This is an optimization exercise on Yosys and OpenROAD, whose aim is small area and a short achievable clock period, not a production implementation. Power and IR drop assume default switching activity. The clock port is modelled as an ideal driver; clocking choices that lean on that would not hold on a real chip.

==> flow/design.v (excerpt) <==
module UART (
    input  wire CLK,        
    input  wire rst,        
    input  wire btn_0,      
    output wire UART_TX,    
    input  wire UART_RX     
);
localparam [1:0] WAIT_ACTI = 2'd0,
                 SEND_CHAR = 2'd1,
                 RDY       = 2'd2,
                 WAIT_RDY  = 2'd3;
localparam       BTN       = 1'b0,
                 PARROT    = 1'b1;
reg  [1:0] uart_state;
reg  [3:0] str_idx;
reg        send_mode;
reg        send_char;
reg  [7:0] btn_char;
wire       ready;
wire       tail;
wire [7:0] recv_data;
wire       vald_data;
wire [7:0] cur;
wire       nempty;
wire       full;
wire w_enable = vald_data && !full;
wire r_enable = nempty && (uart_state == WAIT_ACTI);
always @(*) begin
    case (str_idx[2:0])
        3'd1: btn_char = 8'h02;  
        3'd2: btn_char = 8'h41;  
        3'd3: btn_char = 8'h52;  
        3'd4: btn_char = 8'h54;  
        3'd5: btn_char = 8'h59;  
        3'd6: btn_char = 8'h0D;  
        3'd7: btn_char = 8'h0A;  
        default: btn_char = 8'h03;  
    endcase
end
UART_TX_CTRL uart_tx_ctrl (
    .CLK(CLK),
    .rst(rst),
    .send(send_char),
    .data(send_mode == PARROT ? cur : btn_char),
    .ready(ready),
    .tail(tail),
    .UART_TX(UART_TX)
);
UART_RX_CTRL uart_rx_ctrl (
    .CLK(CLK),
    .rst(rst),
    .UART_RX(UART_RX),
    .recv_data(recv_data),
    .vald_data(vald_data)
);
FIFO fifo (
    .CLK(CLK),
    .rst(rst),
    .w_enable(w_enable),
    .r_enable(r_enable),
    .allow(uart_state == WAIT_ACTI || send_mode == BTN || tail),
    .w_data(recv_data),
    .cur(cur),
    .nempty(nempty),
    .full(full)
);
always @(posedge CLK) begin
    if (rst) begin
        uart_state <= WAIT_ACTI;
        send_mode  <= BTN;
    end
    else
    case (uart_state)
        WAIT_ACTI:
            if (r_enable) begin
                uart_state <= SEND_CHAR;
                send_mode  <= PARROT;
            end
            else if (btn_0) begin
                uart_state <= SEND_CHAR;
                send_mode  <= BTN;
            end
        SEND_CHAR:
  ...
Size in the first run: about 2600 cells after synthesis, roughly 2100 flip-flops, roughly 5 I/O pins, about 47000 sq um of cells after synthesis.
export LEC_CHECK = 0
export CAP_MARGIN = 20
export CORE_MARGIN = 2
export CORE_UTILIZATION = 40
export SLEW_MARGIN = 20
create_clock -name core_clock -period 10.0 [get_ports {CLK}]
standard.sh (not shown) runs the stock make flow with config.mk's settings and CLKGATE_MAP_FILE= SYNTH_SCRIPT=/design/flow/synth_recipe.tcl, a recipe that flattens the netlist after the stock synthesis.
==> flow/flow/run.sh <==
#!/bin/bash
# The standard layout flow (standard synthesis unchanged), with
#  - a buf_4 on each port instead of the default port buffer,
#  - larger clock-tree sink clusters and no dummy loads in the clock tree.
set -uo pipefail
bash standard.sh \
  BUFFER_PORTS_ARGS="-buffer_cell sky130_fd_sc_hd__buf_4" \
  CTS_ARGS="-sink_clustering_enable -repair_clock_nets -sink_clustering_size 30 -sink_clustering_max_diameter 100 -dont_use_dummy_load" \
  finish > standard.log 2>&1
The starting point completed without violations.
Next try:
--- a/flow/design.v
+++ b/flow/design.v
@@ -71,13 +71,14 @@
 endmodule
 module UART_RX_CTRL (
     input  wire       CLK,
     input  wire       rst,
     input  wire       UART_RX,
     output reg  [7:0] recv_data,
-    output wire       vald_data
+    output wire       vald_data,
+    output wire       vald_next    
 );
 localparam [2:0] WAIT_START  = 3'b001,
                  STORE_START = 3'b010,
                  STORE_DATA  = 3'b011,
                  STORE_STOP  = 3'b100,
                  STORE_LAST  = 3'b101;
@@ -127,23 +128,26 @@
                 rx_state <= rx_reg[1] ? STORE_LAST : WAIT_START;
         default:
             rx_state <= WAIT_START;
     endcase
 end
 assign vald_data = (rx_state == STORE_LAST);
+assign vald_next = !rst && (rx_state == STORE_STOP) && sample_point && rx_reg[1];
 endmodule
 module FIFO (
     input  wire       CLK,
     input  wire       rst,
     input  wire       w_enable,
     input  wire       r_enable,
     input  wire       allow,
     input  wire [7:0] w_data,
     output reg  [7:0] cur,
     output reg        nempty,    
-    output reg        full       
+    output reg        full,      
+    output reg        nempty_d,  
+    output reg        full_d
 );
 reg  [8:0] count;
 reg        one;      
 reg  [4:0] ph;
 reg  [7:0] w_buf;
 reg        w_pend;
@@ -221,30 +225,42 @@
 always @(posedge CLK) begin
     if ((r_enable || want) && one)
         cur <= w_buf;
     else if (hit)
         cur <= tap[r_addr[2:0]];
 end
+always @(*) begin
+    nempty_d = nempty;
+    full_d   = full;
+    if (rst) begin
+        nempty_d = 1'b0;
+        full_d   = 1'b0;
+    end
+    else if (w_enable && !r_enable) begin
+        nempty_d = 1'b1;
+        full_d   = (count == 9'd255);
+    end
+    else if (r_enable && !w_enable) begin
+        nempty_d = !one;
+        full_d   = 1'b0;
+    end
+end
 always @(posedge CLK) begin
+    nempty <= nempty_d;
+    full   <= full_d;
     if (rst) begin
         count  <= 9'd0;
-        nempty <= 1'b0;
         one    <= 1'b0;
-        full   <= 1'b0;
     end
     else if (w_enable && !r_enable) begin
         count  <= count ^ {&count[7:0], &count[6:0], &count[5:0], &count[4:0], &count[3:0], &count[2:0], &count[1:0], count[0], 1'b1};
-        nempty <= 1'b1;
         one    <= !nempty;
-        full   <= (count == 9'd255);
     end
     else if (r_enable && !w_enable) begin
         count  <= count ^ {~|count[7:0], ~|count[6:0], ~|count[5:0], ~|count[4:0], ~|count[3:0], ~|count[2:0], ~|count[1:0], ~count[0], 1'b1};
-        nempty <= !one;
         one    <= (count == 9'd2);
-        full   <= 1'b0;
     end
 end
 endmodule
 module UART (
     input  wire CLK,        
     input  wire rst,        
@@ -267,14 +283,23 @@
 wire       tail;
 wire [7:0] recv_data;
 wire       vald_data;
 wire [7:0] cur;
 wire       nempty;
 wire       full;
-wire w_enable = vald_data && !full;
-wire r_enable = nempty && (uart_state == WAIT_ACTI);
+wire       vald_next;
+wire       nempty_d;
+wire       full_d;
+reg        w_enable;
+reg        r_enable;
+wire       acti_d = (uart_state == WAIT_ACTI && !r_enable && !btn_0) ||
+                    (uart_state == WAIT_RDY && ready && (send_mode == PARROT || str_idx == 4'd8));
+always @(posedge CLK) begin
+    w_enable <= vald_next && !full_d;
+    r_enable <= !rst && acti_d && nempty_d;
+end
 always @(*) begin
     case (str_idx[2:0])
         3'd1: btn_char = 8'h02;  
         3'd2: btn_char = 8'h41;  
         3'd3: btn_char = 8'h52;  
         3'd4: btn_char = 8'h54;  
@@ -295,24 +320,27 @@
 );
 UART_RX_CTRL uart_rx_ctrl (
     .CLK(CLK),
     .rst(rst),
     .UART_RX(UART_RX),
     .recv_data(recv_data),
-    .vald_data(vald_data)
+    .vald_data(vald_data),
+    .vald_next(vald_next)
 );
 FIFO fifo (
     .CLK(CLK),
     .rst(rst),
     .w_enable(w_enable),
     .r_enable(r_enable),
     .allow(uart_state == WAIT_ACTI || send_mode == BTN || tail),
     .w_data(recv_data),
     .cur(cur),
     .nempty(nempty),
-    .full(full)
+    .full(full),
+    .nempty_d(nempty_d),
+    .full_d(full_d)
 );
 always @(posedge CLK) begin
     if (rst) begin
         uart_state <= WAIT_ACTI;
         send_mode  <= BTN;
     end
Sequential share of layout area drops by 0.24 points.
Wire length climbs by 1.9%.
Non-clock buffer count climbs by 1.
Maximum frequency is about the same.
Count of clock-buffer cells in the layout stays the same.
Total power drops by 0.50%.
Cell area climbs by 0.38%.
Synthesized cell count climbs by 0.95%.
Global-route usage hardly moves.
Setup slack barely changes.
No functional check of the RTL was part of any run of this note.

## port drivers added, routing unchanged
The flow's constraints put no driver on any port. The routed layouts listed below were extracted and timed again, unchanged, in two steps. Step 1, drivers: a clkbuf_16 drives CLK and a buf_2 each remaining input, both assumed. Step 2 adds t to the input delays and takes it off the output delays; t is the mean of the earliest and latest rising clock arrival at the registers after step 1. Input paths then give back, and output paths get back, about the clock's delay inside the block. Slacks: ideal / step 1 / step 2; pairs: ideal / step 1.
run	t (ns)	setup slack, ns	hold slack, ns	worst slew at a driven data input, ns
the first run	0.692	6.879 / 6.843 / 6.407	0.288 / 0.288 / 0.288	0.03
the second run	0.694	6.877 / 6.814 / 6.679	0.287 / 0.287 / 0.287	0.03
After both steps setup and hold are still met in every run listed. For the first run, which loses most, drivers alone change the setup slack by -0.036 ns; drivers and shift together by -0.472 ns.
